What follows belongs to an exercise in optimizing a design on an open flow for small area; a production flow would make more cautious choices.
At most, simulation tests tie the RTL to the original design; equivalence was not proved.
Power and IR drop assume default switching activity.

==> flow/design.v (excerpt) <==
module car_ctrl #(
    parameter [8:0] E_PWR  = 9'd33,   M_PWR  = 9'd511,    
    parameter [9:0] E_MAL  = 10'd274, M_MAL  = 10'd755,   
    parameter [9:0] E_MAB  = 10'd916, M_MAB  = 10'd511,   
    parameter [9:0] E_TRG  = 10'd761, M_TRG  = 10'd143,   
    parameter [9:0] E_MEND = 10'd386, M_MEND = 10'd135,   
    parameter [9:0] E_TL   = 10'd549, M_TL   = 10'd487,   
    parameter [9:0] E_TB   = 10'd808, M_TB   = 10'd895,   
    parameter [9:0] E_BK   = 10'd743, M_BK   = 10'd1019,  
    parameter [9:0] E_FW   = 10'd294, M_FW   = 10'd695,   
    parameter [9:0] E_RC   = 10'd356, M_RC   = 10'd1023,  
    parameter [9:0] M_RCNZ = 10'd511,                     
    parameter [5:0] E_MF   = 6'd8,    M_MF   = 6'd29,     
    parameter [6:0] E_MB   = 7'd9,    M_MB   = 7'd111     
    ) (
    input clk,
    input rst,
    input power,
    input [1:0] mode_selection,
    input man_reverse,
    input man_brake,
    input man_clutch,
    input up,
    input right,
    input left,
    input down,
    input middle,
    input middle_click_reverse,
    input [3:0] detector,  
    output left_light,
    output right_light,
    output [3:0] move_signal,  
    output place_barrier,
    output destroy_barrier,
    output [7:0] seg_en,
    output [7:0] seg_out0,
    output [7:0] seg_out1
    );
Settings: LEC_CHECK=0, CAP_MARGIN=20, CORE_MARGIN=2, CORE_UTILIZATION=40, CTS_BUF_LIST=sky130_fd_sc_hd__clkbuf_16, CTS_CLUSTER_DIAMETER=100, CTS_CLUSTER_SIZE=30, SLEW_MARGIN=20; clock period 10.0 ns.
run.sh (not shown) runs the stock make flow with config.mk's settings and CLKGATE_MAP_FILE= SYNTH_SCRIPT=/design/flow/synth_recipe.tcl, a recipe that flattens the netlist after the stock synthesis.
The baseline went through all stages and came out clean.
Next try:
==> flow/flow/run.sh (new file) <==
#!/bin/bash
# Standard ORFS layout (the standard.sh) with these changes:
#  - synthesis restructures and maps logic with an area-oriented ABC script
#    (flow/abc.script: &deepsyn, then &nf area recovery)
#    and without Yosys's full/half-adder extraction (ADDER_MAP_FILE empty);
#  - port buffers are sky130_fd_sc_hd__buf_1;
#  - clock tree: clkbuf_16 at the leaves (up to 30 flip-flops within 100 um),
#    clkbuf_4 above them, no dummy loads.
# Registers, floorplan, power grid, placement and routing are as in the
# standard flow. Each step's log is under orfs/logs; make's output goes
# to flow_make.log in the work folder.
set -euo pipefail
W=$PWD
rm -rf "$W/scripts_local"
cp -r "$FLOW_HOME/scripts" "$W/scripts_local"
cp "$W/flow/abc.script" "$W/scripts_local/abc_speed.script"
bash "$W/standard.sh" SCRIPTS_DIR="$W/scripts_local" ADDER_MAP_FILE= \
  "BUFFER_PORTS_ARGS=-buffer_cell sky130_fd_sc_hd__buf_1" \
  "CTS_ARGS=-sink_clustering_enable -repair_clock_nets -sink_clustering_size 30 -sink_clustering_max_diameter 100 -buf_list sky130_fd_sc_hd__clkbuf_16 -dont_use_dummy_load -root_buf sky130_fd_sc_hd__clkbuf_4 -tree_buf sky130_fd_sc_hd__clkbuf_4" finish > "$W/flow_make.log" 2>&1
==> flow/flow/abc.script (new file) <==
strash
&get -n
&deepsyn -I 4 -J 50
&put
strash
&get -n
&dch -f
&nf -R 1000
&put
topo
dnsize
==> flow/standard.sh (new file) <==
#!/bin/bash
# synth_recipe.tcl (not shown) runs the flow's synth.tcl, then flattens the netlist and writes it again
# the make line also repeats each setting of config.mk as NAME=value (left out here)
make -C /OpenROAD-flow-scripts/flow DESIGN_CONFIG=/design/flow/config.mk WORK_HOME=/design/flow/orfs CLKGATE_MAP_FILE= SYNTH_SCRIPT=/design/flow/synth_recipe.tcl "${@:-finish}"
Settings changed: CORE_UTILIZATION 40 to 65, CTS_BUF_LIST sky130_fd_sc_hd__clkbuf_16 to default, CTS_CLUSTER_DIAMETER 100 to default, CTS_CLUSTER_SIZE 30 to default, PLACE_DENSITY from default to 0.75.
removed: flow/run.sh
The changed run finished clean.
Clock power decreases by 22%.
Power decreases by 8.7%.
Routed wire length decreases by 22%.
Sequential share of layout area increases by 10 points.
Area after synthesis decreases by 21%.
Sequential power stays flat.
Setup slack is better by 0.80 ns.
Critical path depth increases by 1.
Die area decreases by 50%.
Next try:
==> flow/flow/run.sh (replaced) <==
#!/bin/bash
# Standard ORFS layout (the standard.sh) with three changes:
#  - synthesis restructures and maps logic with an area-oriented ABC script
#    (flow/abc.script: &deepsyn, then &nf area recovery)
#    and without Yosys's full/half-adder extraction (ADDER_MAP_FILE empty);
#  - port buffers are sky130_fd_sc_hd__buf_1.
# Registers, floorplan, power grid, placement, CTS and routing are as in
# the standard flow. Each step's log is under orfs/logs; make's output goes
# to flow_make.log in the work folder.
set -euo pipefail
W=$PWD
rm -rf "$W/scripts_local"
cp -r "$FLOW_HOME/scripts" "$W/scripts_local"
cp "$W/flow/abc.script" "$W/scripts_local/abc_speed.script"
bash "$W/standard.sh" SCRIPTS_DIR="$W/scripts_local" ADDER_MAP_FILE= \
  "BUFFER_PORTS_ARGS=-buffer_cell sky130_fd_sc_hd__buf_1" \
  "CTS_ARGS=-sink_clustering_enable -repair_clock_nets -sink_clustering_size 30 -sink_clustering_max_diameter 100 -buf_list sky130_fd_sc_hd__clkbuf_16 -dont_use_dummy_load" finish > "$W/flow_make.log" 2>&1
Settings changed: CORE_UTILIZATION 65 to 40, CTS_BUF_LIST from default to sky130_fd_sc_hd__clkbuf_16, CTS_CLUSTER_DIAMETER from default to 100, CTS_CLUSTER_SIZE from default to 30, PLACE_DENSITY 0.75 to default.
Global-route usage fell by 8.7 points.
Final cell count rose by 8.4%.
Design area rose by 2.1%.
Worst hold slack hardly moves.
Setup slack degrades by 0.012 ns.
Count of clock-buffer cells in the layout rose by 1.
Utilization fell by 27 points.
Power rose by 6.3%.
Routed wire length rose by 5.7%.
Next try:
==> flow/flow/run.sh (replaced) <==
#!/bin/bash
# Standard ORFS layout (the standard.sh) with these changes:
#  - synthesis restructures and maps logic with an area-oriented ABC script
#    (flow/abc.script: &deepsyn, then &nf area recovery)
#    and without Yosys's full/half-adder extraction (ADDER_MAP_FILE empty);
#  - port buffers are sky130_fd_sc_hd__buf_1;
#  - clock tree: clkbuf_16 at the leaves (up to 30 flip-flops within 100 um),
#    clkbuf_4 above them, no dummy loads.
# Registers, floorplan, power grid, placement and routing are as in the
# standard flow. Each step's log is under orfs/logs; make's output goes
# to flow_make.log in the work folder.
set -euo pipefail
W=$PWD
rm -rf "$W/scripts_local"
cp -r "$FLOW_HOME/scripts" "$W/scripts_local"
cp "$W/flow/abc.script" "$W/scripts_local/abc_speed.script"
bash "$W/standard.sh" SCRIPTS_DIR="$W/scripts_local" ADDER_MAP_FILE= \
  "BUFFER_PORTS_ARGS=-buffer_cell sky130_fd_sc_hd__buf_1" \
  "CTS_ARGS=-sink_clustering_enable -repair_clock_nets -sink_clustering_size 30 -sink_clustering_max_diameter 100 -buf_list sky130_fd_sc_hd__clkbuf_16 -dont_use_dummy_load -root_buf sky130_fd_sc_hd__clkbuf_4 -tree_buf sky130_fd_sc_hd__clkbuf_4" finish > "$W/flow_make.log" 2>&1
Settings changed: CORE_UTILIZATION 40 to 80, CTS_BUF_LIST sky130_fd_sc_hd__clkbuf_16 to default, CTS_CLUSTER_DIAMETER 100 to default, CTS_CLUSTER_SIZE 30 to default, PLACE_DENSITY from default to 0.88.
Result:
- setup slack is worse by 0.0046 ns
- total power goes down by 5.9%
- design area goes down by 2.6%
- routed wire length goes up by 1.9%


car_ctrl, a different RTL version from the one above (not shown whole).
Size: about 210 flip-flops, roughly 11000 sq um of cells after synthesis.
make LEC_CHECK=0 CAP_MARGIN=20 CORE_MARGIN=2 CORE_UTILIZATION=40 CTS_BUF_LIST=sky130_fd_sc_hd__clkbuf_8 CTS_CLUSTER_DIAMETER=60 CTS_CLUSTER_SIZE=20 SLEW_MARGIN=20 finish   # period 10.0 ns
Stock flow here: none of the scripts above is used.
==> next run, changes <==
Settings changed: CORE_UTILIZATION 40 to 70, CTS_BUF_LIST sky130_fd_sc_hd__clkbuf_8 to default, CTS_CLUSTER_DIAMETER 60 to default, CTS_CLUSTER_SIZE 20 to default, PLACE_DENSITY from default to 0.8.
What happened:
- total power goes up by about 14%
- routed wire length climbs by about 3.7%
- final cell count is lower by about 9%
- design area goes up by about 0.4%
==> next run, changes <==
==> flow/flow/run.sh (new file) <==
#!/bin/bash
# Standard ORFS layout (the standard.sh) with three changes:
#  - synthesis maps logic with an area-oriented ABC script (flow/abc.script)
#    and without Yosys's full/half-adder extraction (ADDER_MAP_FILE empty);
#  - port buffers are sky130_fd_sc_hd__buf_1.
# Registers, floorplan, power grid, placement, CTS and routing are as in
# the standard flow. Each step's log is under orfs/logs; make's output goes
# to flow_make.log in the work folder.
set -euo pipefail
W=$PWD
rm -rf "$W/scripts_local"
cp -r "$FLOW_HOME/scripts" "$W/scripts_local"
cp "$W/flow/abc.script" "$W/scripts_local/abc_speed.script"
bash "$W/standard.sh" SCRIPTS_DIR="$W/scripts_local" ADDER_MAP_FILE= \
  "BUFFER_PORTS_ARGS=-buffer_cell sky130_fd_sc_hd__buf_1" finish > "$W/flow_make.log" 2>&1
==> flow/flow/abc.script (new file) <==
strash
ifraig
scorr
dc2
strash
&get -n
&dch -f
&nf -R 1000
&put
topo
dnsize
==> flow/standard.sh (new file) <==
#!/bin/bash
# synth_recipe.tcl (not shown) runs the flow's synth.tcl, then flattens the netlist and writes it again
# the make line also repeats each setting of config.mk as NAME=value (left out here)
make -C /OpenROAD-flow-scripts/flow DESIGN_CONFIG=/design/flow/config.mk WORK_HOME=/design/flow/orfs CLKGATE_MAP_FILE= SYNTH_SCRIPT=/design/flow/synth_recipe.tcl "${@:-finish}"
Settings changed: CORE_UTILIZATION 70 to 40, CTS_BUF_LIST from default to sky130_fd_sc_hd__clkbuf_16, CTS_CLUSTER_DIAMETER from default to 100, CTS_CLUSTER_SIZE from default to 30, PLACE_DENSITY 0.8 to default.
removed: flow/run.sh
After rerunning: Die area goes up by well over a third. First-iteration DRC count goes down by well over a third. Design area goes down by about a fifth. Synthesized cell count goes down by about a fifth. Worst hold slack improved by 0.012 ns. Global-route usage goes down by 13 points. Count of clock-buffer cells in the layout goes down by 20. Routed wire length goes down by about a fifth. Power goes down by about a fifth.
Function was not checked in any run of this note: the RTL went through the layout flow alone.


RTL: one of the versions met above, not the one the previous note started from.
For scale: roughly 1000 cells after synthesis, about 210 flip-flops, ~50 I/O pins, about 9200 um2 of cells after synthesis.
==> flow/config.mk <==
export PLATFORM = sky130hd
export DESIGN_NAME = car_ctrl
export DESIGN_NICKNAME = car_ctrl
export VERILOG_FILES = /design/flow/design.v
export SDC_FILE = /design/flow/constraint.sdc
export NUM_CORES = 4
export LEC_CHECK = 0
export CAP_MARGIN = 20
export CORE_MARGIN = 2
export CORE_UTILIZATION = 40
export CTS_BUF_LIST = sky130_fd_sc_hd__clkbuf_16
export CTS_CLUSTER_DIAMETER = 100
export CTS_CLUSTER_SIZE = 30
export SLEW_MARGIN = 20
==> flow/constraint.sdc <==
create_clock -name core_clock -period 10.0 [get_ports {clk}]
set_input_delay 2.0000 -clock core_clock [delete_from_list [all_inputs] [get_ports {clk}]]
set_output_delay 2.0000 -clock core_clock [all_outputs]
set_load 0.01 [all_outputs]
standard.sh (not shown) runs the stock make flow with config.mk's settings and CLKGATE_MAP_FILE= SYNTH_SCRIPT=/design/flow/synth_recipe.tcl, a recipe that flattens the netlist after the stock synthesis.
==> flow/flow/run.sh <==
#!/bin/bash
# Standard ORFS layout (the standard.sh) with three changes:
#  - synthesis restructures and maps logic with an area-oriented ABC script
#    (flow/abc.script: &deepsyn, then &nf area recovery)
#    and without Yosys's full/half-adder extraction (ADDER_MAP_FILE empty);
#  - port buffers are sky130_fd_sc_hd__buf_1.
# Registers, floorplan, power grid, placement, CTS and routing are as in
# the standard flow. Each step's log is under orfs/logs; make's output goes
# to flow_make.log in the work folder.
set -euo pipefail
W=$PWD
rm -rf "$W/scripts_local"
cp -r "$FLOW_HOME/scripts" "$W/scripts_local"
cp "$W/flow/abc.script" "$W/scripts_local/abc_speed.script"
bash "$W/standard.sh" SCRIPTS_DIR="$W/scripts_local" ADDER_MAP_FILE= \
  "BUFFER_PORTS_ARGS=-buffer_cell sky130_fd_sc_hd__buf_1" \
  "CTS_ARGS=-sink_clustering_enable -repair_clock_nets -sink_clustering_size 30 -sink_clustering_max_diameter 100 -buf_list sky130_fd_sc_hd__clkbuf_16 -dont_use_dummy_load -root_buf sky130_fd_sc_hd__clkbuf_4 -tree_buf sky130_fd_sc_hd__clkbuf_4" finish > "$W/flow_make.log" 2>&1
==> flow/flow/abc.script <==
strash
&get -n
&deepsyn -I 4 -J 50
&put
strash
&get -n
&dch -f
&nf -R 1000
&put
topo
dnsize
The baseline finished with timing, DRC and antenna clean.
==> next run, changes <==
--- a/flow/flow/run.sh
+++ b/flow/flow/run.sh
@@ -15,3 +15,2 @@
 bash "$W/standard.sh" SCRIPTS_DIR="$W/scripts_local" ADDER_MAP_FILE= \
-  "BUFFER_PORTS_ARGS=-buffer_cell sky130_fd_sc_hd__buf_1" \
-  "CTS_ARGS=-sink_clustering_enable -repair_clock_nets -sink_clustering_size 30 -sink_clustering_max_diameter 100 -buf_list sky130_fd_sc_hd__clkbuf_16 -dont_use_dummy_load -root_buf sky130_fd_sc_hd__clkbuf_4 -tree_buf sky130_fd_sc_hd__clkbuf_4" finish > "$W/flow_make.log" 2>&1
+  "BUFFER_PORTS_ARGS=-buffer_cell sky130_fd_sc_hd__buf_1" finish > "$W/flow_make.log" 2>&1
Settings changed: CORE_UTILIZATION 40 to 65, PLACE_DENSITY set to 0.75.
Non-clock buffer count is unchanged.
Clock skew decreases by 0.045 ns.
Clock-buffer cell count is unchanged.
Cell area falls by 0.56%.
==> next run, changes <==
Settings changed: CORE_UTILIZATION 65 to 40, CTS_CLUSTER_SIZE 30 to 24, PLACE_DENSITY 0.75 to unset.
Hold slack got worse by 0.0072 ns. Non-clock buffer count is unchanged. Final cell count goes up by 8.5%. Via count fell by 0.64%.
==> next run, changes <==
Settings changed: CTS_CLUSTER_SIZE 24 to 30, GPL_ROUTABILITY_DRIVEN set to 0, GPL_TIMING_DRIVEN set to 0.
=> The new run completed with no timing, DRC or antenna violations; cell area stays flat; die area does not change; power came out lower by 4.7%; register-to-register slack got worse by 0.52 ns; synthesized area is unchanged; synthesized cell count stays the same; hold slack improved by 0.012 ns; global-route usage came out lower by 0.23 points; count of clock-buffer cells in the layout came out lower by 3.
==> next run, changes <==
Settings changed: GPL_ROUTABILITY_DRIVEN 0 to unset, GPL_TIMING_DRIVEN 0 to unset.
Routed wire length goes up by 1.8%.
Cell count stays flat.
Flip-flop and latch count does not change.
Via count stays flat.
Synthesized cell count is unchanged.
Setup slack improved by 0.44 ns.


RTL: one of the versions met above, not the one the previous note started from.
Size: roughly 1,100 cells after synthesis, about 210 flip-flops.
Settings: LEC_CHECK=0, CAP_MARGIN=20, CORE_MARGIN=2, CORE_UTILIZATION=40, SLEW_MARGIN=20; clock period 10.0 ns.
==> flow/flow/run.sh <==
#!/bin/bash
# Standard ORFS layout (the standard.sh) with three changes:
#  - synthesis maps logic with an area-oriented ABC script (flow/abc.script)
#    and without Yosys's full/half-adder extraction (ADDER_MAP_FILE empty);
#  - port buffers are sky130_fd_sc_hd__buf_1.
# Registers, floorplan, power grid, placement, CTS and routing are as in
# the standard flow. Each step's log is under orfs/logs; make's output goes
# to flow_make.log in the work folder.
set -euo pipefail
W=$PWD
rm -rf "$W/scripts_local"
cp -r "$FLOW_HOME/scripts" "$W/scripts_local"
cp "$W/flow/abc.script" "$W/scripts_local/abc_speed.script"
bash "$W/standard.sh" SCRIPTS_DIR="$W/scripts_local" ADDER_MAP_FILE= \
  "BUFFER_PORTS_ARGS=-buffer_cell sky130_fd_sc_hd__buf_1" finish > "$W/flow_make.log" 2>&1
==> flow/flow/abc.script <==
strash
ifraig
scorr
dc2
strash
&get -n
&dch -f
&nf -R 1000
&put
topo
dnsize
==> next run, changes <==
==> flow/run.sh (new file) <==
#!/bin/bash
# synth_recipe.tcl (not shown) runs the flow's synth.tcl, then flattens the netlist and writes it again
# the make line also repeats each setting of config.mk as NAME=value (left out here)
make -C /OpenROAD-flow-scripts/flow DESIGN_CONFIG=/design/flow/config.mk WORK_HOME=/design/flow/orfs CLKGATE_MAP_FILE= SYNTH_SCRIPT=/design/flow/synth_recipe.tcl finish
Settings changed: ABC_AREA set to 1.
removed: flow/flow/run.sh
removed: flow/flow/abc.script
removed: flow/standard.sh
Effect:
- The changed run produced a clean layout
- total power goes up by 6.8%
- via count goes up by 34%
- clock-buffer cell count falls by 1
- clock skew grows by 0.0051 ns
==> next run, changes <==
==> flow/flow/run.sh (new file) <==
#!/bin/bash
# Standard ORFS layout (the standard.sh) with three changes:
#  - synthesis maps logic with an area-oriented ABC script (flow/abc.script)
#    and without Yosys's full/half-adder extraction (ADDER_MAP_FILE empty);
#  - port buffers are sky130_fd_sc_hd__buf_1.
# Registers, floorplan, power grid, placement, CTS and routing are as in
# the standard flow. Each step's log is under orfs/logs; make's output goes
# to flow_make.log in the work folder.
set -euo pipefail
W=$PWD
rm -rf "$W/scripts_local"
cp -r "$FLOW_HOME/scripts" "$W/scripts_local"
cp "$W/flow/abc.script" "$W/scripts_local/abc_speed.script"
bash "$W/standard.sh" SCRIPTS_DIR="$W/scripts_local" ADDER_MAP_FILE= \
  "BUFFER_PORTS_ARGS=-buffer_cell sky130_fd_sc_hd__buf_1" finish > "$W/flow_make.log" 2>&1
==> flow/flow/abc.script (new file) <==
strash
ifraig
scorr
dc2
strash
&get -n
&dch -f
&nf -R 1000
&put
topo
dnsize
==> flow/standard.sh (new file) <==
#!/bin/bash
# synth_recipe.tcl (not shown) runs the flow's synth.tcl, then flattens the netlist and writes it again
# the make line also repeats each setting of config.mk as NAME=value (left out here)
make -C /OpenROAD-flow-scripts/flow DESIGN_CONFIG=/design/flow/config.mk WORK_HOME=/design/flow/orfs CLKGATE_MAP_FILE= SYNTH_SCRIPT=/design/flow/synth_recipe.tcl "${@:-finish}"
Settings changed: ABC_AREA 1 to not set, CTS_BUF_LIST set to sky130_fd_sc_hd__clkbuf_8, CTS_CLUSTER_DIAMETER set to 60, CTS_CLUSTER_SIZE set to 16.
removed: flow/run.sh
Wire length fell by a quarter to a third.
Clock-buffer cell count fell by 7.
Via count fell by a quarter to a third.
Worst hold slack gets better by 0.040 ns.
Synthesized area fell by about a fifth.
Clock power fell by well over a third.
Global-route usage fell by 1.3 points.
No run of this note included a check of the RTL's function; only the layout flow was run.

[static timing again, ports no longer ideal]
Ports are ideal in the flow. The routed layouts listed here were re-timed in OpenROAD.
Step 1 assumes that a clkbuf_16 drives the clock port and a buf_2 every other input.
Step 2 moves the port delays by t, midway between the first and last clock arrival at a register: inputs arrive t later, outputs are due t later. That takes back most of the time a late clock gives input paths.
Three values: ideal ports, drivers, drivers and shift; two values: the first two.
run	shift t [ns]	slack for setup (ns)	pins driven straight from the clock port
the first run of note 1	0.508	2.813 / 2.792 / 2.792	1
the second run of note 1	0.584	3.609 / 3.584 / 3.485	1
the third run of note 1	0.491	3.596 / 3.573 / 3.493	1
the fourth run of note 1	0.583	3.592 / 3.568 / 3.510	1
the first run of note 2	0.586	3.292 / 3.259 / 3.259	1
the second run of note 2	0.550	3.288 / 3.255 / 3.255	1
the third run of note 2	0.506	2.876 / 2.897 / 2.391	1
the first run of note 3	0.621	3.591 / 3.568 / 3.493	1
the second run of note 3	0.501	3.578 / 3.554 / 3.457	1
the third run of note 3	0.508	3.604 / 3.581 / 3.468	1
the fourth run of note 3	0.509	3.141 / 3.120 / 2.997	1
the fifth run of note 3	0.504	3.585 / 3.562 / 3.478	1
the first run of note 4	0.552	2.856 / 2.878 / 2.327	1
the second run of note 4	0.558	3.761 / 3.736 / 3.736	1
the third run of note 4	0.557	2.904 / 2.921 / 2.363	1
After both steps setup and hold are still met in every run listed. The setup slack of the third run of note 4, which loses most, moves by +0.017 ns with the drivers and by -0.541 ns with both steps.
